From an optimization exercise on the open Yosys and OpenROAD flow, aimed at small area, a short achievable clock period and few clock cycles; shortcuts taken in it are not production practice. No run shown here included a check of the RTL's function; only the layout flow was run. No activity file was given, so power comes from the tool's default toggle rates.

`design/flow/config.mk`:
```
export PLATFORM = sky130hd
export DESIGN_NAME = systolic_array
export DESIGN_NICKNAME = systolic_array
export VERILOG_FILES = /design/flow/design.v
export SDC_FILE = /design/flow/constraint.sdc
export NUM_CORES = 8
export LEC_CHECK = 0
export CAP_MARGIN = 40
export CORE_MARGIN = 2
export CORE_UTILIZATION = 45
export SETUP_SLACK_MARGIN = 5
export SLEW_MARGIN = 40
```
`design/flow/design.v`:
```
module systolic_array #(
    parameter DATAWIDTH = 16,
    parameter N_SIZE = 5
) (
    input  wire                     clk,
    input  wire                     rst_n,
    input  wire                     valid_in,
    input  wire signed [N_SIZE*DATAWIDTH-1:0] matrix_a_in,
    input  wire signed [N_SIZE*DATAWIDTH-1:0] matrix_b_in,
    output reg  valid_out,
    output wire signed [N_SIZE*2*DATAWIDTH-1:0] matrix_c_out
);
    localparam DW = DATAWIDTH;
    localparam N  = N_SIZE;
    localparam CW = 2*DATAWIDTH;
    reg [4:0] cnt;
    reg       load;      
    reg       first;     
    wire      run = (cnt != 5'd0) | valid_in;
    wire [4:0] cnt_nx = (cnt == 5'd31) ? cnt : cnt + 5'd1;
    always @(posedge clk or negedge rst_n) begin
        if (!rst_n) begin
            cnt       <= 5'd0;
            load      <= 1'b1;
            first     <= 1'b0;
            valid_out <= 1'b0;
        end else if (run) begin
            cnt       <= cnt_nx;
            load      <= (cnt_nx <= 5'd4);
            first     <= (cnt_nx == 5'd2) | (cnt_nx == 5'd7) | (cnt_nx == 5'd12) |
                         (cnt_nx == 5'd17) | (cnt_nx == 5'd22);
            valid_out <= (cnt_nx == 5'd7) | (cnt_nx == 5'd12) | (cnt_nx == 5'd17) |
                         (cnt_nx == 5'd22) | (cnt_nx == 5'd27);
        end
    end
    reg signed [DW-1:0] a_st [1:20];
    integer q;
    always @(posedge clk) begin
        for (q = 1; q < 20; q = q + 1) begin
            if (q % 5 == 0)
                a_st[q] <= load ? matrix_a_in[(q/5)*DW +: DW] : a_st[q+1];
            else
                a_st[q] <= a_st[q+1];
        end
        a_st[20] <= matrix_a_in[4*DW +: DW];
    end
    wire [DW-1:0] a0_nx = load ? matrix_a_in[0 +: DW] : a_st[1];
    wire [DW:0]   a0_ext = {a0_nx, 1'b0};
    reg  [7:0] neg, one, two;
    integer d;
    always @(posedge clk) begin
        for (d = 0; d < 8; d = d + 1) begin
            neg[d] <= a0_ext[2*d+2];
            one[d] <= a0_ext[2*d+1] ^ a0_ext[2*d];
            two[d] <= (a0_ext[2*d+2] & ~a0_ext[2*d+1] & ~a0_ext[2*d]) |
                      (~a0_ext[2*d+2] & a0_ext[2*d+1] & a0_ext[2*d]);
        end
    end
    genvar j;
    generate
        for (j = 0; j < N; j = j + 1) begin : col
            reg signed [DW-1:0] b_st [0:4];
            integer p;
            always @(posedge clk) begin
                b_st[0] <= load ? matrix_b_in[j*DW +: DW] : b_st[4];
                for (p = 1; p < 5; p = p + 1)
                    b_st[p] <= b_st[p-1];
            end
            wire [CW-1:0] acc;
            mac_lane lane (
                .clk(clk), .first(first), .neg(neg), .one(one), .two(two),
                .b(b_st[0]), .acc(acc)
            );
            assign matrix_c_out[j*CW +: CW] = acc;
        end
    endgenerate
endmodule
module mac_lane (
    input  wire        clk,
    input  wire        first,
    input  wire [7:0]  neg,
    input  wire [7:0]  one,
    input  wire [7:0]  two,
    input  wire [15:0] b,
    output reg  [31:0] acc
);
    wire pp0_0 = ((one[0] & b[0]) ^ neg[0]);
    wire pp0_1 = (((one[0] & b[1]) | (two[0] & b[0])) ^ neg[0]);
    wire pp0_2 = (((one[0] & b[2]) | (two[0] & b[1])) ^ neg[0]);
    wire pp0_3 = (((one[0] & b[3]) | (two[0] & b[2])) ^ neg[0]);
    wire pp0_4 = (((one[0] & b[4]) | (two[0] & b[3])) ^ neg[0]);
    wire pp0_5 = (((one[0] & b[5]) | (two[0] & b[4])) ^ neg[0]);
    wire pp0_6 = (((one[0] & b[6]) | (two[0] & b[5])) ^ neg[0]);
    wire pp0_7 = (((one[0] & b[7]) | (two[0] & b[6])) ^ neg[0]);
    wire pp0_8 = (((one[0] & b[8]) | (two[0] & b[7])) ^ neg[0]);
    wire pp0_9 = (((one[0] & b[9]) | (two[0] & b[8])) ^ neg[0]);
    wire pp0_10 = (((one[0] & b[10]) | (two[0] & b[9])) ^ neg[0]);
    wire pp0_11 = (((one[0] & b[11]) | (two[0] & b[10])) ^ neg[0]);
    wire pp0_12 = (((one[0] & b[12]) | (two[0] & b[11])) ^ neg[0]);
    wire pp0_13 = (((one[0] & b[13]) | (two[0] & b[12])) ^ neg[0]);
    wire pp0_14 = (((one[0] & b[14]) | (two[0] & b[13])) ^ neg[0]);
    wire pp0_15 = (((one[0] & b[15]) | (two[0] & b[14])) ^ neg[0]);
    wire pp0_16 = ~(((one[0] & b[15]) | (two[0] & b[15])) ^ neg[0]);
    wire pp1_0 = ((one[1] & b[0]) ^ neg[1]);
    wire pp1_1 = (((one[1] & b[1]) | (two[1] & b[0])) ^ neg[1]);
    wire pp1_2 = (((one[1] & b[2]) | (two[1] & b[1])) ^ neg[1]);
    wire pp1_3 = (((one[1] & b[3]) | (two[1] & b[2])) ^ neg[1]);
    wire pp1_4 = (((one[1] & b[4]) | (two[1] & b[3])) ^ neg[1]);
    wire pp1_5 = (((one[1] & b[5]) | (two[1] & b[4])) ^ neg[1]);
    wire pp1_6 = (((one[1] & b[6]) | (two[1] & b[5])) ^ neg[1]);
    wire pp1_7 = (((one[1] & b[7]) | (two[1] & b[6])) ^ neg[1]);
    wire pp1_8 = (((one[1] & b[8]) | (two[1] & b[7])) ^ neg[1]);
    wire pp1_9 = (((one[1] & b[9]) | (two[1] & b[8])) ^ neg[1]);
    wire pp1_10 = (((one[1] & b[10]) | (two[1] & b[9])) ^ neg[1]);
    wire pp1_11 = (((one[1] & b[11]) | (two[1] & b[10])) ^ neg[1]);
    wire pp1_12 = (((one[1] & b[12]) | (two[1] & b[11])) ^ neg[1]);
    wire pp1_13 = (((one[1] & b[13]) | (two[1] & b[12])) ^ neg[1]);
    wire pp1_14 = (((one[1] & b[14]) | (two[1] & b[13])) ^ neg[1]);
    wire pp1_15 = (((one[1] & b[15]) | (two[1] & b[14])) ^ neg[1]);
    wire pp1_16 = ~(((one[1] & b[15]) | (two[1] & b[15])) ^ neg[1]);
    wire pp2_0 = ((one[2] & b[0]) ^ neg[2]);
    wire pp2_1 = (((one[2] & b[1]) | (two[2] & b[0])) ^ neg[2]);
    wire pp2_2 = (((one[2] & b[2]) | (two[2] & b[1])) ^ neg[2]);
    wire pp2_3 = (((one[2] & b[3]) | (two[2] & b[2])) ^ neg[2]);
    wire pp2_4 = (((one[2] & b[4]) | (two[2] & b[3])) ^ neg[2]);
    wire pp2_5 = (((one[2] & b[5]) | (two[2] & b[4])) ^ neg[2]);
    wire pp2_6 = (((one[2] & b[6]) | (two[2] & b[5])) ^ neg[2]);
    wire pp2_7 = (((one[2] & b[7]) | (two[2] & b[6])) ^ neg[2]);
    wire pp2_8 = (((one[2] & b[8]) | (two[2] & b[7])) ^ neg[2]);
    wire pp2_9 = (((one[2] & b[9]) | (two[2] & b[8])) ^ neg[2]);
    wire pp2_10 = (((one[2] & b[10]) | (two[2] & b[9])) ^ neg[2]);
    wire pp2_11 = (((one[2] & b[11]) | (two[2] & b[10])) ^ neg[2]);
    wire pp2_12 = (((one[2] & b[12]) | (two[2] & b[11])) ^ neg[2]);
    wire pp2_13 = (((one[2] & b[13]) | (two[2] & b[12])) ^ neg[2]);
    wire pp2_14 = (((one[2] & b[14]) | (two[2] & b[13])) ^ neg[2]);
    wire pp2_15 = (((one[2] & b[15]) | (two[2] & b[14])) ^ neg[2]);
    wire pp2_16 = ~(((one[2] & b[15]) | (two[2] & b[15])) ^ neg[2]);
    wire pp3_0 = ((one[3] & b[0]) ^ neg[3]);
    wire pp3_1 = (((one[3] & b[1]) | (two[3] & b[0])) ^ neg[3]);
    wire pp3_2 = (((one[3] & b[2]) | (two[3] & b[1])) ^ neg[3]);
    wire pp3_3 = (((one[3] & b[3]) | (two[3] & b[2])) ^ neg[3]);
    wire pp3_4 = (((one[3] & b[4]) | (two[3] & b[3])) ^ neg[3]);
    wire pp3_5 = (((one[3] & b[5]) | (two[3] & b[4])) ^ neg[3]);
    wire pp3_6 = (((one[3] & b[6]) | (two[3] & b[5])) ^ neg[3]);
    wire pp3_7 = (((one[3] & b[7]) | (two[3] & b[6])) ^ neg[3]);
    wire pp3_8 = (((one[3] & b[8]) | (two[3] & b[7])) ^ neg[3]);
    wire pp3_9 = (((one[3] & b[9]) | (two[3] & b[8])) ^ neg[3]);
    wire pp3_10 = (((one[3] & b[10]) | (two[3] & b[9])) ^ neg[3]);
    wire pp3_11 = (((one[3] & b[11]) | (two[3] & b[10])) ^ neg[3]);
    wire pp3_12 = (((one[3] & b[12]) | (two[3] & b[11])) ^ neg[3]);
    wire pp3_13 = (((one[3] & b[13]) | (two[3] & b[12])) ^ neg[3]);
    wire pp3_14 = (((one[3] & b[14]) | (two[3] & b[13])) ^ neg[3]);
    wire pp3_15 = (((one[3] & b[15]) | (two[3] & b[14])) ^ neg[3]);
    wire pp3_16 = ~(((one[3] & b[15]) | (two[3] & b[15])) ^ neg[3]);
    wire pp4_0 = ((one[4] & b[0]) ^ neg[4]);
    wire pp4_1 = (((one[4] & b[1]) | (two[4] & b[0])) ^ neg[4]);
    wire pp4_2 = (((one[4] & b[2]) | (two[4] & b[1])) ^ neg[4]);
    wire pp4_3 = (((one[4] & b[3]) | (two[4] & b[2])) ^ neg[4]);
    wire pp4_4 = (((one[4] & b[4]) | (two[4] & b[3])) ^ neg[4]);
    wire pp4_5 = (((one[4] & b[5]) | (two[4] & b[4])) ^ neg[4]);
    wire pp4_6 = (((one[4] & b[6]) | (two[4] & b[5])) ^ neg[4]);
    wire pp4_7 = (((one[4] & b[7]) | (two[4] & b[6])) ^ neg[4]);
    wire pp4_8 = (((one[4] & b[8]) | (two[4] & b[7])) ^ neg[4]);
    wire pp4_9 = (((one[4] & b[9]) | (two[4] & b[8])) ^ neg[4]);
    wire pp4_10 = (((one[4] & b[10]) | (two[4] & b[9])) ^ neg[4]);
    wire pp4_11 = (((one[4] & b[11]) | (two[4] & b[10])) ^ neg[4]);
    wire pp4_12 = (((one[4] & b[12]) | (two[4] & b[11])) ^ neg[4]);
    wire pp4_13 = (((one[4] & b[13]) | (two[4] & b[12])) ^ neg[4]);
    wire pp4_14 = (((one[4] & b[14]) | (two[4] & b[13])) ^ neg[4]);
    wire pp4_15 = (((one[4] & b[15]) | (two[4] & b[14])) ^ neg[4]);
    wire pp4_16 = ~(((one[4] & b[15]) | (two[4] & b[15])) ^ neg[4]);
    wire pp5_0 = ((one[5] & b[0]) ^ neg[5]);
    wire pp5_1 = (((one[5] & b[1]) | (two[5] & b[0])) ^ neg[5]);
    wire pp5_2 = (((one[5] & b[2]) | (two[5] & b[1])) ^ neg[5]);
    wire pp5_3 = (((one[5] & b[3]) | (two[5] & b[2])) ^ neg[5]);
    wire pp5_4 = (((one[5] & b[4]) | (two[5] & b[3])) ^ neg[5]);
    wire pp5_5 = (((one[5] & b[5]) | (two[5] & b[4])) ^ neg[5]);
    wire pp5_6 = (((one[5] & b[6]) | (two[5] & b[5])) ^ neg[5]);
    wire pp5_7 = (((one[5] & b[7]) | (two[5] & b[6])) ^ neg[5]);
    wire pp5_8 = (((one[5] & b[8]) | (two[5] & b[7])) ^ neg[5]);
    wire pp5_9 = (((one[5] & b[9]) | (two[5] & b[8])) ^ neg[5]);
    wire pp5_10 = (((one[5] & b[10]) | (two[5] & b[9])) ^ neg[5]);
    wire pp5_11 = (((one[5] & b[11]) | (two[5] & b[10])) ^ neg[5]);
    wire pp5_12 = (((one[5] & b[12]) | (two[5] & b[11])) ^ neg[5]);
    wire pp5_13 = (((one[5] & b[13]) | (two[5] & b[12])) ^ neg[5]);
    wire pp5_14 = (((one[5] & b[14]) | (two[5] & b[13])) ^ neg[5]);
    wire pp5_15 = (((one[5] & b[15]) | (two[5] & b[14])) ^ neg[5]);
    wire pp5_16 = ~(((one[5] & b[15]) | (two[5] & b[15])) ^ neg[5]);
    wire pp6_0 = ((one[6] & b[0]) ^ neg[6]);
    wire pp6_1 = (((one[6] & b[1]) | (two[6] & b[0])) ^ neg[6]);
    wire pp6_2 = (((one[6] & b[2]) | (two[6] & b[1])) ^ neg[6]);
    wire pp6_3 = (((one[6] & b[3]) | (two[6] & b[2])) ^ neg[6]);
    wire pp6_4 = (((one[6] & b[4]) | (two[6] & b[3])) ^ neg[6]);
    wire pp6_5 = (((one[6] & b[5]) | (two[6] & b[4])) ^ neg[6]);
    wire pp6_6 = (((one[6] & b[6]) | (two[6] & b[5])) ^ neg[6]);
    wire pp6_7 = (((one[6] & b[7]) | (two[6] & b[6])) ^ neg[6]);
    wire pp6_8 = (((one[6] & b[8]) | (two[6] & b[7])) ^ neg[6]);
    wire pp6_9 = (((one[6] & b[9]) | (two[6] & b[8])) ^ neg[6]);
    wire pp6_10 = (((one[6] & b[10]) | (two[6] & b[9])) ^ neg[6]);
    wire pp6_11 = (((one[6] & b[11]) | (two[6] & b[10])) ^ neg[6]);
    wire pp6_12 = (((one[6] & b[12]) | (two[6] & b[11])) ^ neg[6]);
    wire pp6_13 = (((one[6] & b[13]) | (two[6] & b[12])) ^ neg[6]);
    wire pp6_14 = (((one[6] & b[14]) | (two[6] & b[13])) ^ neg[6]);
    wire pp6_15 = (((one[6] & b[15]) | (two[6] & b[14])) ^ neg[6]);
    wire pp6_16 = ~(((one[6] & b[15]) | (two[6] & b[15])) ^ neg[6]);
    wire pp7_0 = ((one[7] & b[0]) ^ neg[7]);
    wire pp7_1 = (((one[7] & b[1]) | (two[7] & b[0])) ^ neg[7]);
    wire pp7_2 = (((one[7] & b[2]) | (two[7] & b[1])) ^ neg[7]);
    wire pp7_3 = (((one[7] & b[3]) | (two[7] & b[2])) ^ neg[7]);
    wire pp7_4 = (((one[7] & b[4]) | (two[7] & b[3])) ^ neg[7]);
    wire pp7_5 = (((one[7] & b[5]) | (two[7] & b[4])) ^ neg[7]);
    wire pp7_6 = (((one[7] & b[6]) | (two[7] & b[5])) ^ neg[7]);
    wire pp7_7 = (((one[7] & b[7]) | (two[7] & b[6])) ^ neg[7]);
    wire pp7_8 = (((one[7] & b[8]) | (two[7] & b[7])) ^ neg[7]);
    wire pp7_9 = (((one[7] & b[9]) | (two[7] & b[8])) ^ neg[7]);
    wire pp7_10 = (((one[7] & b[10]) | (two[7] & b[9])) ^ neg[7]);
    wire pp7_11 = (((one[7] & b[11]) | (two[7] & b[10])) ^ neg[7]);
    wire pp7_12 = (((one[7] & b[12]) | (two[7] & b[11])) ^ neg[7]);
    wire pp7_13 = (((one[7] & b[13]) | (two[7] & b[12])) ^ neg[7]);
    wire pp7_14 = (((one[7] & b[14]) | (two[7] & b[13])) ^ neg[7]);
    wire pp7_15 = (((one[7] & b[15]) | (two[7] & b[14])) ^ neg[7]);
    wire pp7_16 = ~(((one[7] & b[15]) | (two[7] & b[15])) ^ neg[7]);
    wire t1 = neg[5] ^ pp0_10;
    wire t2 = neg[5] & pp0_10;
    wire t3 = pp0_11 ^ pp1_9;
    wire t4 = pp0_11 & pp1_9;
    wire t5 = neg[6] ^ pp0_12 ^ pp1_10;
    wire t6 = (neg[6] & pp0_12) | (neg[6] & pp1_10) | (pp0_12 & pp1_10);
    wire t7 = pp2_8 ^ pp3_6;
    wire t8 = pp2_8 & pp3_6;
    wire t9 = pp0_13 ^ pp1_11 ^ pp2_9;
    wire t10 = (pp0_13 & pp1_11) | (pp0_13 & pp2_9) | (pp1_11 & pp2_9);
    wire t11 = pp3_7 ^ pp4_5;
    wire t12 = pp3_7 & pp4_5;
    wire t13 = neg[7] ^ pp0_14 ^ pp1_12;
    wire t14 = (neg[7] & pp0_14) | (neg[7] & pp1_12) | (pp0_14 & pp1_12);
    wire t15 = pp2_10 ^ pp3_8 ^ pp4_6;
    wire t16 = (pp2_10 & pp3_8) | (pp2_10 & pp4_6) | (pp3_8 & pp4_6);
    wire t17 = pp5_4 ^ pp6_2;
    wire t18 = pp5_4 & pp6_2;
    wire t19 = pp0_15 ^ pp1_13 ^ pp2_11;
    wire t20 = (pp0_15 & pp1_13) | (pp0_15 & pp2_11) | (pp1_13 & pp2_11);
    wire t21 = pp3_9 ^ pp4_7 ^ pp5_5;
    wire t22 = (pp3_9 & pp4_7) | (pp3_9 & pp5_5) | (pp4_7 & pp5_5);
    wire t23 = pp6_3 ^ pp7_1;
    wire t24 = pp6_3 & pp7_1;
    wire t25 = pp0_16 ^ pp1_14 ^ pp2_12;
    wire t26 = (pp0_16 & pp1_14) | (pp0_16 & pp2_12) | (pp1_14 & pp2_12);
    wire t27 = pp3_10 ^ pp4_8 ^ pp5_6;
    wire t28 = (pp3_10 & pp4_8) | (pp3_10 & pp5_6) | (pp4_8 & pp5_6);
    wire t29 = pp6_4 ^ pp7_2;
    wire t30 = pp6_4 & pp7_2;
    wire t31 = pp1_15 ^ pp2_13 ^ pp3_11;
    wire t32 = (pp1_15 & pp2_13) | (pp1_15 & pp3_11) | (pp2_13 & pp3_11);
    wire t33 = pp4_9 ^ pp5_7 ^ pp6_5;
    wire t34 = (pp4_9 & pp5_7) | (pp4_9 & pp6_5) | (pp5_7 & pp6_5);
    wire t35 = pp1_16 ^ pp2_14 ^ pp3_12;
    wire t36 = (pp1_16 & pp2_14) | (pp1_16 & pp3_12) | (pp2_14 & pp3_12);
    wire t37 = pp4_10 ^ pp5_8;
    wire t38 = pp4_10 & pp5_8;
    wire t39 = pp2_15 ^ pp3_13 ^ pp4_11;
    wire t40 = (pp2_15 & pp3_13) | (pp2_15 & pp4_11) | (pp3_13 & pp4_11);
    wire t41 = pp2_16 ^ pp3_14;
    wire t42 = pp2_16 & pp3_14;
    wire t43 = neg[3] ^ pp0_6;
    wire t44 = neg[3] & pp0_6;
    wire t45 = pp0_7 ^ pp1_5;
    wire t46 = pp0_7 & pp1_5;
    wire t47 = neg[4] ^ pp0_8 ^ pp1_6;
    wire t48 = (neg[4] & pp0_8) | (neg[4] & pp1_6) | (pp0_8 & pp1_6);
    wire t49 = pp2_4 ^ pp3_2;
    wire t50 = pp2_4 & pp3_2;
    wire t51 = pp0_9 ^ pp1_7 ^ pp2_5;
    wire t52 = (pp0_9 & pp1_7) | (pp0_9 & pp2_5) | (pp1_7 & pp2_5);
    wire t53 = pp3_3 ^ pp4_1;
    wire t54 = pp3_3 & pp4_1;
    wire t55 = pp1_8 ^ pp2_6 ^ pp3_4;
    wire t56 = (pp1_8 & pp2_6) | (pp1_8 & pp3_4) | (pp2_6 & pp3_4);
    wire t57 = pp4_2 ^ pp5_0 ^ t1;
    wire t58 = (pp4_2 & pp5_0) | (pp4_2 & t1) | (pp5_0 & t1);
    wire t59 = pp2_7 ^ pp3_5 ^ pp4_3;
    wire t60 = (pp2_7 & pp3_5) | (pp2_7 & pp4_3) | (pp3_5 & pp4_3);
    wire t61 = pp5_1 ^ t2 ^ t3;
    wire t62 = (pp5_1 & t2) | (pp5_1 & t3) | (t2 & t3);
    wire t63 = pp4_4 ^ pp5_2 ^ pp6_0;
    wire t64 = (pp4_4 & pp5_2) | (pp4_4 & pp6_0) | (pp5_2 & pp6_0);
    wire t65 = t4 ^ t7 ^ t5;
    wire t66 = (t4 & t7) | (t4 & t5) | (t7 & t5);
    wire t67 = pp5_3 ^ pp6_1 ^ t8;
    wire t68 = (pp5_3 & pp6_1) | (pp5_3 & t8) | (pp6_1 & t8);
    wire t69 = t11 ^ t6 ^ t9;
    wire t70 = (t11 & t6) | (t11 & t9) | (t6 & t9);
    wire t71 = pp7_0 ^ t12 ^ t17;
    wire t72 = (pp7_0 & t12) | (pp7_0 & t17) | (t12 & t17);
    wire t73 = t10 ^ t13 ^ t15;
    wire t74 = (t10 & t13) | (t10 & t15) | (t13 & t15);
    wire t75 = t18 ^ t23 ^ t14;
    wire t76 = (t18 & t23) | (t18 & t14) | (t23 & t14);
    wire t77 = t16 ^ t19 ^ t21;
    wire t78 = (t16 & t19) | (t16 & t21) | (t19 & t21);
    wire t79 = t24 ^ t29 ^ t20;
    wire t80 = (t24 & t29) | (t24 & t20) | (t29 & t20);
    wire t81 = t22 ^ t25 ^ t27;
    wire t82 = (t22 & t25) | (t22 & t27) | (t25 & t27);
    wire t83 = pp7_3 ^ t30 ^ t26;
    wire t84 = (pp7_3 & t30) | (pp7_3 & t26) | (t30 & t26);
    wire t85 = t28 ^ t31 ^ t33;
    wire t86 = (t28 & t31) | (t28 & t33) | (t31 & t33);
    wire t87 = pp6_6 ^ pp7_4 ^ t37;
    wire t88 = (pp6_6 & pp7_4) | (pp6_6 & t37) | (pp7_4 & t37);
    wire t89 = t32 ^ t34 ^ t35;
    wire t90 = (t32 & t34) | (t32 & t35) | (t34 & t35);
    wire t91 = pp5_9 ^ pp6_7 ^ pp7_5;
    wire t92 = (pp5_9 & pp6_7) | (pp5_9 & pp7_5) | (pp6_7 & pp7_5);
    wire t93 = t38 ^ t36 ^ t39;
    wire t94 = (t38 & t36) | (t38 & t39) | (t36 & t39);
    wire t95 = pp4_12 ^ pp5_10 ^ pp6_8;
    wire t96 = (pp4_12 & pp5_10) | (pp4_12 & pp6_8) | (pp5_10 & pp6_8);
    wire t97 = pp7_6 ^ t41 ^ t40;
    wire t98 = (pp7_6 & t41) | (pp7_6 & t40) | (t41 & t40);
    wire t99 = pp3_15 ^ pp4_13 ^ pp5_11;
    wire t100 = (pp3_15 & pp4_13) | (pp3_15 & pp5_11) | (pp4_13 & pp5_11);
    wire t101 = pp6_9 ^ pp7_7 ^ t42;
    wire t102 = (pp6_9 & pp7_7) | (pp6_9 & t42) | (pp7_7 & t42);
    wire t103 = pp3_16 ^ pp4_14 ^ pp5_12;
    wire t104 = (pp3_16 & pp4_14) | (pp3_16 & pp5_12) | (pp4_14 & pp5_12);
    wire t105 = pp6_10 ^ pp7_8;
    wire t106 = pp6_10 & pp7_8;
    wire t107 = pp4_15 ^ pp5_13 ^ pp6_11;
    wire t108 = (pp4_15 & pp5_13) | (pp4_15 & pp6_11) | (pp5_13 & pp6_11);
    wire t109 = pp4_16 ^ pp5_14;
    wire t110 = pp4_16 & pp5_14;
    wire t111 = neg[2] ^ pp0_4;
    wire t112 = neg[2] & pp0_4;
    wire t113 = pp0_5 ^ pp1_3;
    wire t114 = pp0_5 & pp1_3;
    wire t115 = pp1_4 ^ pp2_2 ^ pp3_0;
    wire t116 = (pp1_4 & pp2_2) | (pp1_4 & pp3_0) | (pp2_2 & pp3_0);
    wire t117 = pp2_3 ^ pp3_1 ^ t44;
    wire t118 = (pp2_3 & pp3_1) | (pp2_3 & t44) | (pp3_1 & t44);
    wire t119 = pp4_0 ^ t46 ^ t49;
    wire t120 = (pp4_0 & t46) | (pp4_0 & t49) | (t46 & t49);
    wire t121 = t50 ^ t53 ^ t48;
    wire t122 = (t50 & t53) | (t50 & t48) | (t53 & t48);
    wire t123 = t54 ^ t52 ^ t55;
    wire t124 = (t54 & t52) | (t54 & t55) | (t52 & t55);
    wire t125 = t56 ^ t59 ^ t58;
    wire t126 = (t56 & t59) | (t56 & t58) | (t59 & t58);
    wire t127 = t60 ^ t63 ^ t62;
    wire t128 = (t60 & t63) | (t60 & t62) | (t63 & t62);
    wire t129 = t64 ^ t67 ^ t66;
    wire t130 = (t64 & t67) | (t64 & t66) | (t67 & t66);
    wire t131 = t68 ^ t71 ^ t70;
    wire t132 = (t68 & t71) | (t68 & t70) | (t71 & t70);
    wire t133 = t72 ^ t74 ^ t75;
    wire t134 = (t72 & t74) | (t72 & t75) | (t74 & t75);
    wire t135 = t76 ^ t78 ^ t79;
    wire t136 = (t76 & t78) | (t76 & t79) | (t78 & t79);
    wire t137 = t80 ^ t82 ^ t83;
    wire t138 = (t80 & t82) | (t80 & t83) | (t82 & t83);
    wire t139 = t87 ^ t84 ^ t86;
    wire t140 = (t87 & t84) | (t87 & t86) | (t84 & t86);
    wire t141 = t91 ^ t88 ^ t90;
    wire t142 = (t91 & t88) | (t91 & t90) | (t88 & t90);
    wire t143 = t92 ^ t95 ^ t94;
    wire t144 = (t92 & t95) | (t92 & t94) | (t95 & t94);
    wire t145 = t96 ^ t99 ^ t101;
    wire t146 = (t96 & t99) | (t96 & t101) | (t99 & t101);
    wire t147 = t105 ^ t100 ^ t103;
    wire t148 = (t105 & t100) | (t105 & t103) | (t100 & t103);
    wire t149 = pp7_9 ^ t106 ^ t104;
    wire t150 = (pp7_9 & t106) | (pp7_9 & t104) | (t106 & t104);
    wire t151 = pp6_12 ^ pp7_10 ^ t109;
    wire t152 = (pp6_12 & pp7_10) | (pp6_12 & t109) | (pp7_10 & t109);
    wire t153 = pp5_15 ^ pp6_13 ^ pp7_11;
    wire t154 = (pp5_15 & pp6_13) | (pp5_15 & pp7_11) | (pp6_13 & pp7_11);
    wire t155 = pp5_16 ^ pp6_14;
    wire t156 = pp5_16 & pp6_14;
    reg [83:0] s1;
    always @(posedge clk) begin
        s1[0] <= neg[0];
        s1[1] <= pp0_0;
        s1[2] <= pp0_1;
        s1[3] <= neg[1];
        s1[4] <= pp0_2;
        s1[5] <= pp1_0;
        s1[6] <= pp0_3;
        s1[7] <= pp1_1;
        s1[8] <= t111;
        s1[9] <= pp1_2;
        s1[10] <= pp2_0;
        s1[11] <= t112;
        s1[12] <= t113;
        s1[13] <= pp2_1;
        s1[14] <= t114;
        s1[15] <= t115;
        s1[16] <= t43;
        s1[17] <= t116;
        s1[18] <= t117;
        s1[19] <= t45;
        s1[20] <= t118;
        s1[21] <= t119;
        s1[22] <= t47;
        s1[23] <= t120;
        s1[24] <= t121;
        s1[25] <= t51;
        s1[26] <= t122;
        s1[27] <= t123;
        s1[28] <= t57;
        s1[29] <= t124;
        s1[30] <= t125;
        s1[31] <= t61;
        s1[32] <= t126;
        s1[33] <= t127;
        s1[34] <= t65;
        s1[35] <= t128;
        s1[36] <= t129;
        s1[37] <= t69;
        s1[38] <= t130;
        s1[39] <= t131;
        s1[40] <= t73;
        s1[41] <= t132;
        s1[42] <= t133;
        s1[43] <= t77;
        s1[44] <= t134;
        s1[45] <= t135;
        s1[46] <= t81;
        s1[47] <= t136;
        s1[48] <= t137;
        s1[49] <= t85;
        s1[50] <= t138;
        s1[51] <= t139;
        s1[52] <= t89;
        s1[53] <= t140;
        s1[54] <= t141;
        s1[55] <= t93;
        s1[56] <= t142;
        s1[57] <= t143;
        s1[58] <= t97;
        s1[59] <= t144;
        s1[60] <= t145;
        s1[61] <= t98;
        s1[62] <= t146;
        s1[63] <= t147;
        s1[64] <= t102;
        s1[65] <= t148;
        s1[66] <= t149;
        s1[67] <= t107;
        s1[68] <= t150;
        s1[69] <= t151;
        s1[70] <= t108;
        s1[71] <= t152;
        s1[72] <= t153;
        s1[73] <= t110;
        s1[74] <= t154;
        s1[75] <= t155;
        s1[76] <= pp7_12;
        s1[77] <= t156;
        s1[78] <= pp6_15;
        s1[79] <= pp7_13;
        s1[80] <= pp6_16;
        s1[81] <= pp7_14;
        s1[82] <= pp7_15;
        s1[83] <= pp7_16;
    end
    wire [31:0] acc_in = first ? 32'h55570000 : acc;
    wire u1 = s1[3] ^ s1[4];
    wire u2 = s1[3] & s1[4];
    wire u3 = s1[6] ^ s1[7];
    wire u4 = s1[6] & s1[7];
    wire u5 = s1[8] ^ s1[9] ^ s1[10];
    wire u6 = (s1[8] & s1[9]) | (s1[8] & s1[10]) | (s1[9] & s1[10]);
    wire u7 = s1[11] ^ s1[12] ^ s1[13];
    wire u8 = (s1[11] & s1[12]) | (s1[11] & s1[13]) | (s1[12] & s1[13]);
    wire u9 = s1[14] ^ s1[15] ^ s1[16];
    wire u10 = (s1[14] & s1[15]) | (s1[14] & s1[16]) | (s1[15] & s1[16]);
    wire u11 = s1[17] ^ s1[18] ^ s1[19];
    wire u12 = (s1[17] & s1[18]) | (s1[17] & s1[19]) | (s1[18] & s1[19]);
    wire u13 = s1[20] ^ s1[21] ^ s1[22];
    wire u14 = (s1[20] & s1[21]) | (s1[20] & s1[22]) | (s1[21] & s1[22]);
    wire u15 = s1[23] ^ s1[24] ^ s1[25];
    wire u16 = (s1[23] & s1[24]) | (s1[23] & s1[25]) | (s1[24] & s1[25]);
    wire u17 = s1[26] ^ s1[27] ^ s1[28];
    wire u18 = (s1[26] & s1[27]) | (s1[26] & s1[28]) | (s1[27] & s1[28]);
    wire u19 = s1[29] ^ s1[30] ^ s1[31];
    wire u20 = (s1[29] & s1[30]) | (s1[29] & s1[31]) | (s1[30] & s1[31]);
    wire u21 = s1[32] ^ s1[33] ^ s1[34];
    wire u22 = (s1[32] & s1[33]) | (s1[32] & s1[34]) | (s1[33] & s1[34]);
    wire u23 = s1[35] ^ s1[36] ^ s1[37];
    wire u24 = (s1[35] & s1[36]) | (s1[35] & s1[37]) | (s1[36] & s1[37]);
    wire u25 = s1[38] ^ s1[39] ^ s1[40];
    wire u26 = (s1[38] & s1[39]) | (s1[38] & s1[40]) | (s1[39] & s1[40]);
    wire u27 = s1[41] ^ s1[42] ^ s1[43];
    wire u28 = (s1[41] & s1[42]) | (s1[41] & s1[43]) | (s1[42] & s1[43]);
    wire u29 = s1[44] ^ s1[45] ^ s1[46];
    wire u30 = (s1[44] & s1[45]) | (s1[44] & s1[46]) | (s1[45] & s1[46]);
    wire u31 = s1[47] ^ s1[48] ^ s1[49];
    wire u32 = (s1[47] & s1[48]) | (s1[47] & s1[49]) | (s1[48] & s1[49]);
    wire u33 = s1[50] ^ s1[51] ^ s1[52];
    wire u34 = (s1[50] & s1[51]) | (s1[50] & s1[52]) | (s1[51] & s1[52]);
    wire u35 = s1[53] ^ s1[54] ^ s1[55];
    wire u36 = (s1[53] & s1[54]) | (s1[53] & s1[55]) | (s1[54] & s1[55]);
    wire u37 = s1[56] ^ s1[57] ^ s1[58];
    wire u38 = (s1[56] & s1[57]) | (s1[56] & s1[58]) | (s1[57] & s1[58]);
    wire u39 = s1[59] ^ s1[60] ^ s1[61];
    wire u40 = (s1[59] & s1[60]) | (s1[59] & s1[61]) | (s1[60] & s1[61]);
    wire u41 = s1[62] ^ s1[63] ^ s1[64];
    wire u42 = (s1[62] & s1[63]) | (s1[62] & s1[64]) | (s1[63] & s1[64]);
    wire u43 = s1[65] ^ s1[66] ^ s1[67];
    wire u44 = (s1[65] & s1[66]) | (s1[65] & s1[67]) | (s1[66] & s1[67]);
    wire u45 = s1[68] ^ s1[69] ^ s1[70];
    wire u46 = (s1[68] & s1[69]) | (s1[68] & s1[70]) | (s1[69] & s1[70]);
    wire u47 = s1[71] ^ s1[72] ^ s1[73];
    wire u48 = (s1[71] & s1[72]) | (s1[71] & s1[73]) | (s1[72] & s1[73]);
    wire u49 = s1[74] ^ s1[75] ^ s1[76];
    wire u50 = (s1[74] & s1[75]) | (s1[74] & s1[76]) | (s1[75] & s1[76]);
    wire u51 = s1[77] ^ s1[78] ^ s1[79];
    wire u52 = (s1[77] & s1[78]) | (s1[77] & s1[79]) | (s1[78] & s1[79]);
    wire u53 = s1[80] ^ s1[81];
    wire u54 = s1[80] & s1[81];
    wire u55 = s1[0] ^ s1[1];
    wire u56 = s1[0] & s1[1];
    wire u57 = s1[2] ^ acc_in[1];
    wire u58 = s1[2] & acc_in[1];
    wire u59 = s1[5] ^ u1 ^ acc_in[2];
    wire u60 = (s1[5] & u1) | (s1[5] & acc_in[2]) | (u1 & acc_in[2]);
    wire u61 = u2 ^ u3 ^ acc_in[3];
    wire u62 = (u2 & u3) | (u2 & acc_in[3]) | (u3 & acc_in[3]);
    wire u63 = u4 ^ acc_in[4] ^ u5;
    wire u64 = (u4 & acc_in[4]) | (u4 & u5) | (acc_in[4] & u5);
    wire u65 = acc_in[5] ^ u6 ^ u7;
    wire u66 = (acc_in[5] & u6) | (acc_in[5] & u7) | (u6 & u7);
    wire u67 = acc_in[6] ^ u8 ^ u9;
    wire u68 = (acc_in[6] & u8) | (acc_in[6] & u9) | (u8 & u9);
    wire u69 = acc_in[7] ^ u10 ^ u11;
    wire u70 = (acc_in[7] & u10) | (acc_in[7] & u11) | (u10 & u11);
    wire u71 = acc_in[8] ^ u12 ^ u13;
    wire u72 = (acc_in[8] & u12) | (acc_in[8] & u13) | (u12 & u13);
    wire u73 = acc_in[9] ^ u14 ^ u15;
    wire u74 = (acc_in[9] & u14) | (acc_in[9] & u15) | (u14 & u15);
    wire u75 = acc_in[10] ^ u16 ^ u17;
    wire u76 = (acc_in[10] & u16) | (acc_in[10] & u17) | (u16 & u17);
    wire u77 = acc_in[11] ^ u18 ^ u19;
    wire u78 = (acc_in[11] & u18) | (acc_in[11] & u19) | (u18 & u19);
    wire u79 = acc_in[12] ^ u20 ^ u21;
    wire u80 = (acc_in[12] & u20) | (acc_in[12] & u21) | (u20 & u21);
    wire u81 = acc_in[13] ^ u22 ^ u23;
    wire u82 = (acc_in[13] & u22) | (acc_in[13] & u23) | (u22 & u23);
    wire u83 = acc_in[14] ^ u24 ^ u25;
    wire u84 = (acc_in[14] & u24) | (acc_in[14] & u25) | (u24 & u25);
    wire u85 = acc_in[15] ^ u26 ^ u27;
    wire u86 = (acc_in[15] & u26) | (acc_in[15] & u27) | (u26 & u27);
    wire u87 = acc_in[16] ^ u28 ^ u29;
    wire u88 = (acc_in[16] & u28) | (acc_in[16] & u29) | (u28 & u29);
    wire u89 = acc_in[17] ^ u30 ^ u31;
    wire u90 = (acc_in[17] & u30) | (acc_in[17] & u31) | (u30 & u31);
    wire u91 = acc_in[18] ^ u32 ^ u33;
    wire u92 = (acc_in[18] & u32) | (acc_in[18] & u33) | (u32 & u33);
    wire u93 = acc_in[19] ^ u34 ^ u35;
    wire u94 = (acc_in[19] & u34) | (acc_in[19] & u35) | (u34 & u35);
    wire u95 = acc_in[20] ^ u36 ^ u37;
    wire u96 = (acc_in[20] & u36) | (acc_in[20] & u37) | (u36 & u37);
    wire u97 = acc_in[21] ^ u38 ^ u39;
    wire u98 = (acc_in[21] & u38) | (acc_in[21] & u39) | (u38 & u39);
    wire u99 = acc_in[22] ^ u40 ^ u41;
    wire u100 = (acc_in[22] & u40) | (acc_in[22] & u41) | (u40 & u41);
    wire u101 = acc_in[23] ^ u42 ^ u43;
    wire u102 = (acc_in[23] & u42) | (acc_in[23] & u43) | (u42 & u43);
    wire u103 = acc_in[24] ^ u44 ^ u45;
    wire u104 = (acc_in[24] & u44) | (acc_in[24] & u45) | (u44 & u45);
    wire u105 = acc_in[25] ^ u46 ^ u47;
    wire u106 = (acc_in[25] & u46) | (acc_in[25] & u47) | (u46 & u47);
    wire u107 = acc_in[26] ^ u48 ^ u49;
    wire u108 = (acc_in[26] & u48) | (acc_in[26] & u49) | (u48 & u49);
    wire u109 = acc_in[27] ^ u50 ^ u51;
    wire u110 = (acc_in[27] & u50) | (acc_in[27] & u51) | (u50 & u51);
    wire u111 = u53 ^ acc_in[28] ^ u52;
    wire u112 = (u53 & acc_in[28]) | (u53 & u52) | (acc_in[28] & u52);
    wire u113 = s1[82] ^ u54 ^ acc_in[29];
    wire u114 = (s1[82] & u54) | (s1[82] & acc_in[29]) | (u54 & acc_in[29]);
    wire u115 = s1[83] ^ acc_in[30];
    wire u116 = s1[83] & acc_in[30];
    wire [31:0] x = {u116, u114, u112, u110, u108, u106, u104, u102, u100, u98, u96, u94, u92, u90, u88, u86, u84, u82, u80, u78, u76, u74, u72, u70, u68, u66, u64, u62, u60, u58, u56, u55};
    wire [31:0] y = {acc_in[31], u115, u113, u111, u109, u107, u105, u103, u101, u99, u97, u95, u93, u91, u89, u87, u85, u83, u81, u79, u77, u75, u73, u71, u69, u67, u65, u63, u61, u59, u57, acc_in[0]};
    always @(posedge clk) acc <= x + y;
endmodule
```
`design/flow/constraint.sdc`:
```
create_clock -name core_clock -period 9.0 [get_ports {clk}]
set_input_delay 1.8000 -clock core_clock [delete_from_list [all_inputs] [get_ports {clk}]]
set_output_delay 1.8000 -clock core_clock [all_outputs]
set_load 0.01 [all_outputs]
```
`design/flow/run.sh`:
```
#!/bin/bash
# synth_recipe.tcl (not shown) runs the flow's synth.tcl, then flattens the netlist and writes it again
# the make line also repeats each setting of config.mk as NAME=value (left out here)
make -C /OpenROAD-flow-scripts/flow DESIGN_CONFIG=/design/flow/config.mk WORK_HOME=/design/flow/orfs CLKGATE_MAP_FILE= SYNTH_SCRIPT=/design/flow/synth_recipe.tcl finish
```
==> run summary, run 1 <==
* Synthesis-stage register bit count at 1,324
* Clock slew at reported path FFs at 0.06 ns
* Overall power at 30,300 uW
* Via-per-instance ratio at 5.38
* Critical Path RT at 9.73 ns
* Clock Sinks at 1,324
* Routed WL per cell at 21.6 um
* CP arrival at 4.69 ns
* Die height at 381 um
* CTS Buffer Depth at 3
* Die X at 381 um
* Initial Util at 45.2%
* Met1 usage at 31.5%
* H-tree depth at 4
* Detailed-route via count at 41,526
* Initial antenna violation count at 7
* Buffers on Ports at 323
* Setup Total Neg Slack at 0 ns
* Hold crit path type: flip-flop to flip-flop
* PnR worst setup slack at 5.04 ns
* Clock Tree Root: clkbuf_16
* # setup viols final at 0
* IO Pins at 324
* GPL Wtd Cong at 0.883
* Synth area leader: dfxtp_1
* Maxcap violations at 0
* Layout cells sized above 1 at 10.6%
* Netlist cell types at 77
* VDD IR max at 0.322 mV
* Endpoints failing hold at 0
* Syn Inst Count at 5,599
* DR pass1 iterations at 6
* Clock Latency Late Sink at 0.81 ns
* Area share of the largest cell type after synthesis at 41.3%
* Initial DRC Count at 3,110
* Startpoint Class: flip-flop
* Hpwl dp at 112 mm
* ANT nets after route at 0
* Fin crit period at 3.96 ns
* Status: complete, no violations
* Synth top cells by count: 1,316 x dfxtp_1, 657 x xnor2_1, 603 x a22oi_1
* GR Util met2 at 35.9%
* TritonCTS clock tree: built
* Pre-CTS setup slack at 4.38 ns
* Synth warnings at 14
* Crit path max fanout at 64
* Cell area after synthesis at 0.0639 sq mm
* EDFF count, synth at 0
* Power density over the cells at 409 mW/mm^2
* Achievable Freq at 0.252 GHz
* Fin nets at 6,722
* Most common cell in the netlist: dfxtp_1
* CP Class: flip-flop to flip-flop
* Num CTS Buffers at 143
* First-pass GRT wire length at 259 mm
* Routed wire length at 167 mm
* Number of global-route vias before repair at 43,667
* Die Area at 0.145 sq mm
* Synth Area per Inst at 11.4 sq um
* Post-route DRC violation count at 0
* Growth of design area from synthesis to finish at 16.2%
* Unrepaired setup endpoints after global routing: true
* Pleak at 0.0295 uW
* Mapped Nets at 6,605
* Row count at 138
* Met3 Resource Use GR at 5.38%
* Synth top area cells: dfxtp_1 41%, fa_1 18%, xnor2_1 9.0%, a22oi_1 7.1%, ha_1 5.4%
* Worst-Margin Slew at 0.884 ns
* Fin crit share at 44.0%
* Post-route core utilization at 52.5%
* Sequential share of the synthesized area at 41.6%
* GRT Total Usage at 22.9%
* Predominant post-synthesis flop cell: dfxtp_1
* CP Capture Type: flip-flop
* Rel. slew slack at 41.0%
* Global route total overflow at 0
* Cts hold-fix bufs at 0
* Clk_skew at 0.0737 ns
* Busiest grt layer: met2
* Ys async rst share at 0.604%
* Area of the core at 0.141 sq mm
* Largest net degree at the start of global routing at 72
* Pins over their slew limit at 0
==> worst max-delay path, cell delays in order, from the launching register on <==
cell and delay (ns):
dfrtp_4 0.59, buf_12 0.22, nand2b_1 0.22, fa_1 0.50, inv_1 0.04, ha_1 0.33
a21o_1 0.22, a21oi_2 0.21, o211ai_1 0.19, a21oi_2 0.28, o31ai_2 0.16, a211o_1 0.29
a21o_1 0.21, a221oi_2 0.26, xnor2_1 0.14
==> report_power, final <==
part / internal, uW / switching [uW] / total [uW]
sequential: 7000 / 699 / 7700
combinational: 7360 / 9000 / 16400
clock: 3700 / 2570 / 6260
total: 18100 / 12300 / 30300
==> path summary, 6_finish.rpt <==
kind                                                start                     endpoint  slack [ns]  depth (start not counted)
min in group asynchronous                           rst_n           cnt[0]$_DFFE_PN0P_        1.32                          1
worst min register to register  col[4].b_st[2][2]$_DFF_P_    col[4].b_st[3][2]$_DFF_P_        0.28                          0
worst max-delay path                    first$_DFFE_PN0P_  col[3].lane.acc[30]$_DFF_P_        5.04                         14
worst max register to register          first$_DFFE_PN0P_  col[3].lane.acc[30]$_DFF_P_        5.04                         14
max in group asynchronous                           rst_n            first$_DFFE_PN0P_        7.28                          1
worst min-delay path            col[4].b_st[2][2]$_DFF_P_    col[4].b_st[3][2]$_DFF_P_        0.28                          0
==> sequential cells by signal, summed over array words and instances, names as in the netlist <==
name	cells
load	1
first	1
valid_out	1
col.lane.s1	412
a_st	320
col.b_st	400
neg	8
col.lane.acc	160
cnt	5
two	8
one	8
==> routing by layer <==
metal  part of all wire (%)  vias to the layer above
li1                       -                    18855
met1                     45                    20868
met2                     45                     1519
met3                    7.7                      278
met4                    2.8                        6
met5                  0.028                        -
==> what timing repair did <==
item                       in CTS  in global routing
setup endpoints to repair      61                 38
gates cloned                    0                  1
gates resized for setup        13                 50
setup buffers                   4                  6
pin swaps                       3                 14
==> cell families (layout without fill, tap and decap cells) <==
| family | after synthesis | after routing | synth area share, % |
|---|---|---|---|
| compound gates | 1105 | 1105 | 12.2 |
| xor+xnor | 835 | 835 | 11.5 |
| buf+inv | 810 | 1041 | 4.80 |
| flops | 1324 | 1324 | 41.6 |
| other cells | 0 | 5 | 0 |
| fa+ha+maj | 843 | 843 | 23.2 |
| simple gates | 536 | 536 | 4.27 |
| mux | 146 | 146 | 2.55 |
==> through the flow <==
step	cells	hold WS, ns	area [sq um]
after global placement	7446	0.310	68400
after floorplan	5599	0.310	63900
final	7725	0.277	74200
after detailed placement	7449	0.312	68500
after global routing	7720	0.277	74200
after CTS	7712	0.275	73800
==> layout by cell type, fill, tap and decap left out, types with 20 or more instances in the layout <==
master | netlist | final
dfxtp_1 | 1316 | 1266
xnor2_1 | 657 | 657
a22oi_1 | 603 | 602
fa_1 | 565 | 565
inv_1 | 371 | 371
clkdlybuf4s50_1 | 0 | 323
ha_1 | 278 | 274
xor2_1 | 178 | 178
nand2_1 | 144 | 144
clkbuf_16 | 0 | 144
a21oi_1 | 144 | 132
mux2_2 | 132 | 132
nor2b_1 | 110 | 109
o21ai_0 | 105 | 103
a21o_1 | 91 | 91
nor2_1 | 90 | 89
buf_4 | 0 | 72
nand3_1 | 45 | 44
or2_2 | 44 | 44
nand2b_1 | 31 | 31
dfxtp_2 | 0 | 28
clkbuf_8 | 0 | 22
dfxtp_4 | 0 | 22
clkinv_2 | 0 | 21
clkbuf_1 | 359 | 20
==> cell type report <==
type / count / area (sq um)
Clock buffer: 185 / 3960
Fill cell: 12496 / 67000
Timing Repair Buffer: 410 / 4020
Multi-Input combinational cell: 3465 / 34500
Tap cell: 1890 / 2360
Sequential cell: 1324 / 26700
Antenna cell: 5 / 12.5
Inverter: 372 / 1400
Clock inverter: 74 / 1250
==> run 2, diff against run 1 <==
==> design/flow/flow/run.sh (new file) <==
#!/bin/bash
set -euo pipefail
MARGIN=6.0
bash standard.sh synth > log_synth.txt 2>&1
bash standard.sh SETUP_SLACK_MARGIN=$MARGIN finish > log_layout.txt 2>&1
test -f out/final.def
==> design/flow/standard.sh (new file) <==
#!/bin/bash
# synth_recipe.tcl (not shown) runs the flow's synth.tcl, then flattens the netlist and writes it again
# the make line also repeats each setting of config.mk as NAME=value (left out here)
make -C /OpenROAD-flow-scripts/flow DESIGN_CONFIG=/design/flow/config.mk WORK_HOME=/design/flow/orfs CLKGATE_MAP_FILE= SYNTH_SCRIPT=/design/flow/synth_recipe.tcl "${@:-finish}"
--- a/design/flow/config.mk
+++ b/design/flow/config.mk
@@ -8,5 +8,4 @@
 export CAP_MARGIN = 40
 export CORE_MARGIN = 2
 export CORE_UTILIZATION = 45
-export SETUP_SLACK_MARGIN = 5
 export SLEW_MARGIN = 40
removed: design/flow/run.sh
==> run 2 against run 1 <==
Final area up 8.5%; still clean; count of clock-buffer cells in the layout down 4; combinational power up 41%; non-clock buffer count up 280; cell count up 3.7%; clock power up 2%.
==> run summary, run 2 <==
* Mapped Nets at 6,605 (unchanged)
* Hpwl dp at 115 mm (+2.8%)
* Synth area leader: dfxtp_1
* Synth Area per Inst at 11.4 sq um (unchanged)
* Worst-Margin Slew at 0.884 ns (-0.000303 ns)
* Fin crit period at 3.75 ns (-0.208 ns)
* Global route total overflow at 0 (unchanged)
* DR pass1 iterations at 6 (unchanged)
* Rel. slew slack at 41.0% (about the same)
* Row count at 138 (unchanged)
* Synth top cells by count: 1,316 x dfxtp_1, 657 x xnor2_1, 603 x a22oi_1
* Post-route non-filler standard cell count at 8,012 (+3.7%)
* Sequential share of the synthesized area at 41.6% (unchanged)
* Clk_skew at 0.0693 ns (-0.00443 ns)
* Largest registers: col.lane.s1 (412), col.b_st (400), a_st (320)
* Number of instances in the placed design at 7,460 (+0.15%)
* Cell area after synthesis at 0.0639 sq mm (unchanged)
* Netlist cell types at 77 (unchanged)
* Largest register FFs at 412 (unchanged)
* Initial DRC Count at 3,716 (+19%)
* Post-route DRC violation count at 0 (unchanged)
* Status: complete, no violations
* Achievable Freq at 0.266 GHz (+5.5%)
* Pins over their slew limit at 0 (unchanged)
* GPL Wtd Cong at 0.865 (-2.0%)
* Critical Path RT at 9.70 ns (-0.03 ns)
* Synth top area cells: dfxtp_1 41%, fa_1 18%, xnor2_1 9.0%, a22oi_1 7.1%, ha_1 5.4%
* Fin nets at 7,004 (+4.2%)
* Largest net degree at the start of global routing at 57 (-21%)
* CTS Buffer Depth at 3 (unchanged)
* Commonest non-fill, non-tap cell in the layout: dfxtp_1
* IO Pins at 324 (unchanged)
* Die height at 381 um (unchanged)
* Fin crit share at 41.7% (-2.3 points)
* Buffers on Ports at 323 (unchanged)
* Synthesis-stage register bit count at 1,324 (unchanged)
* Overall power at 37,300 uW (+23%)
* Die Area at 0.145 sq mm (unchanged)
* Routed wire length at 190 mm (+14%)
* Setup Total Neg Slack at 0 ns (unchanged)
* Clock slew at reported path FFs at 0.06 ns (about the same)
* H-tree depth at 4 (unchanged)
* Area share of the largest cell type after synthesis at 41.3% (unchanged)
* Detailed-route via count at 43,783 (+5.4%)
* Most flop-heavy register: col.lane.s1
* Predominant post-synthesis flop cell: dfxtp_1
* Hold crit path type: flip-flop to flip-flop
* Power density over the cells at 464 mW/mm^2 (+13%)
* Via-per-instance ratio at 5.46 (+1.7%)
* EDFF count, synth at 0 (unchanged)
* # fillers at 11,825 (-5.4%)
* Pleak at 0.0320 uW (+8.5%)
* # setup viols final at 0 (unchanged)
* Post-route core utilization at 57.0% (+4.5 points)
* Most common cell in the netlist: dfxtp_1
* Clock Sinks at 1,324 (unchanged)
* Pre-CTS setup slack at 4.73 ns (+0.346 ns)
* VDD IR max at 0.428 mV (+33%)
* Startpoint Class: flip-flop
* Clock Tree Root: clkbuf_16
* Unrepaired setup endpoints after global routing: true
* TritonCTS clock tree: built
* Ys async rst share at 0.604% (unchanged)
* Initial Util at 45.2% (unchanged)
* Layout cells sized above 1 at 25.6% (+15 points)
* GRT Total Usage at 24.9% (+1.9 points)
* Initial antenna violation count at 18 (+11)
* Clock Latency Late Sink at 0.81 ns (about the same)
* Synth warnings at 14 (unchanged)
* Endpoints failing hold at 0 (unchanged)
* Crit path max fanout at 7 (-89%)
* Most frequent cells in the layout: 1,106 x dfxtp_1, 649 x xnor2_1, 602 x a22oi_1, 557 x fa_1, 360 x inv_1
* Syn Inst Count at 5,599 (unchanged)
* Number of global-route vias before repair at 44,803 (+2.6%)
* PnR worst setup slack at 5.25 ns (+0.208 ns)
* Area of the core at 0.141 sq mm (unchanged)
* Die X at 381 um (unchanged)
* CP arrival at 4.45 ns (-0.24 ns)
* CP Capture Type: flip-flop
* Num CTS Buffers at 145 (+1.4%)
* Growth of design area from synthesis to finish at 26.1%
* Routed WL per cell at 23.7 um (+9.6%)
* Maxcap violations at 0 (unchanged)
* First-pass GRT wire length at 277 mm (+7.0%)
* ANT nets after route at 0 (unchanged)
* CP Class: flip-flop to flip-flop
==> run 2: metal layers <==
metal  vias to the layer above  GRT usage [%]  wire [um]
li1                      19450              -          -
met1                     22005           32.8      78500
met2                      1882           39.6      87200
met3                       424           5.87      16400
met4                        22           9.62       7840
met5                         -              0        161
==> run 2: path summary, 6_finish.rpt <==
kind,cells after the start,endpoint,start,slack [ns]
worst max-delay path,14,col[4].lane.acc[31]$_DFF_P_,first$_DFFE_PN0P_,5.25
min in group asynchronous,1,first$_DFFE_PN0P_,rst_n,1.29
worst min register to register,0,col[1].b_st[4][13]$_DFF_P_,col[1].b_st[3][13]$_DFF_P_,0.30
worst max register to register,14,col[4].lane.acc[31]$_DFF_P_,first$_DFFE_PN0P_,5.25
worst min-delay path,0,col[1].b_st[4][13]$_DFF_P_,col[1].b_st[3][13]$_DFF_P_,0.30
max in group asynchronous,1,load$_DFFE_PN1P_,rst_n,7.38
==> run 2: power breakdown <==
group | total [uW] | switching (uW) | internal (uW)
Combinational | 23100 | 11500 | 11600
Clock | 6390 | 2650 | 3740
Sequential | 7820 | 686 | 7130
==> run 2: cells by family (layout without fill, tap and decap cells) <==
family                     Yosys count  count (layout)  share of synthesized area, %
adders and majority gates          843             843                          23.2
muxes                              146             146                          2.55
DFF                               1324            1324                          41.6
and+or+nand+nor                    536             536                          4.27
AOI/OAI and AO/OA                 1105            1105                          12.2
xor gates and xnor gates           835             835                          11.5
buffers and inverters              810            1325                          4.80
other                                0               8                             0
==> run 2: critical path, cell delays in order (launching register included) <==
cell and delay, ns:
dfrtp_4 0.54, buf_4 0.17, buf_12 0.14, clkbuf_16 0.19, or2_2 0.31, fa_1 0.50, ha_2 0.32, nand2_1 0.09
nor2_1 0.05, a211oi_2 0.23, o31a_1 0.30, o21ai_2 0.12, a41o_1 0.26, a311o_1 0.28, xnor2_1 0.12
==> run 2: area by class of cell <==
class | instances | area (sq um) | area share, %
well taps | 1890 | 2360 | 2.94
flip-flops and latches | 1324 | 27000 | 33.5
multi-input cells | 3465 | 36900 | 45.9
clock inverters | 82 | 1240 | 1.54
diodes | 8 | 20.0 | 0.0249
repair buffers | 690 | 7500 | 9.31
clock buffers | 181 | 4060 | 5.04
inverters | 372 | 1400 | 1.74
==> run 2: repair_timing <==
action,in CTS,in global routing
endpoints found under the setup margin,455,316
cloned,3,14
buffers inserted,136,127
pin swaps,60,228
hold endpoints to repair,0,0
resized for setup,1267,380
hold buffers,0,0
==> run 2: through the flow <==
step	cell area (sq um)	hold WS (ns)
final	80500	0.301
after detailed placement	69000	0.312
after floorplan	64400	0.310
after global routing	80500	0.313
after global placement	68900	0.310
after CTS	77300	0.304

==> port drivers added, routing unchanged <==
How much do the figures lean on ideal ports? The routed layouts below were timed once more, with nothing changed but the port constraints. Step 1: set_driving_cell puts a clkbuf_16 on clk and a buf_2 on each other input, an assumption about the parent block. Step 2 times the ports against the registers' clock, not the clock port: input delays grow and output delays shrink by t, the midpoint of the rising clock arrivals with the driver on. Three values: ideal, step 1, step 2; two values: the first two.
run	t, ns	slack for setup (ns)	latest minus earliest clock arrival (ns)	worst register clock-pin slew, ns	worst slew at a driven data input, ns
run 1	0.856	5.038 / 5.038 / 5.038	0.088 / 0.088	0.07 / 0.07	0.14
run 2	0.865	5.246 / 5.246 / 5.246	0.074 / 0.074	0.07 / 0.07	0.09
After both steps every run listed still meets setup and hold.
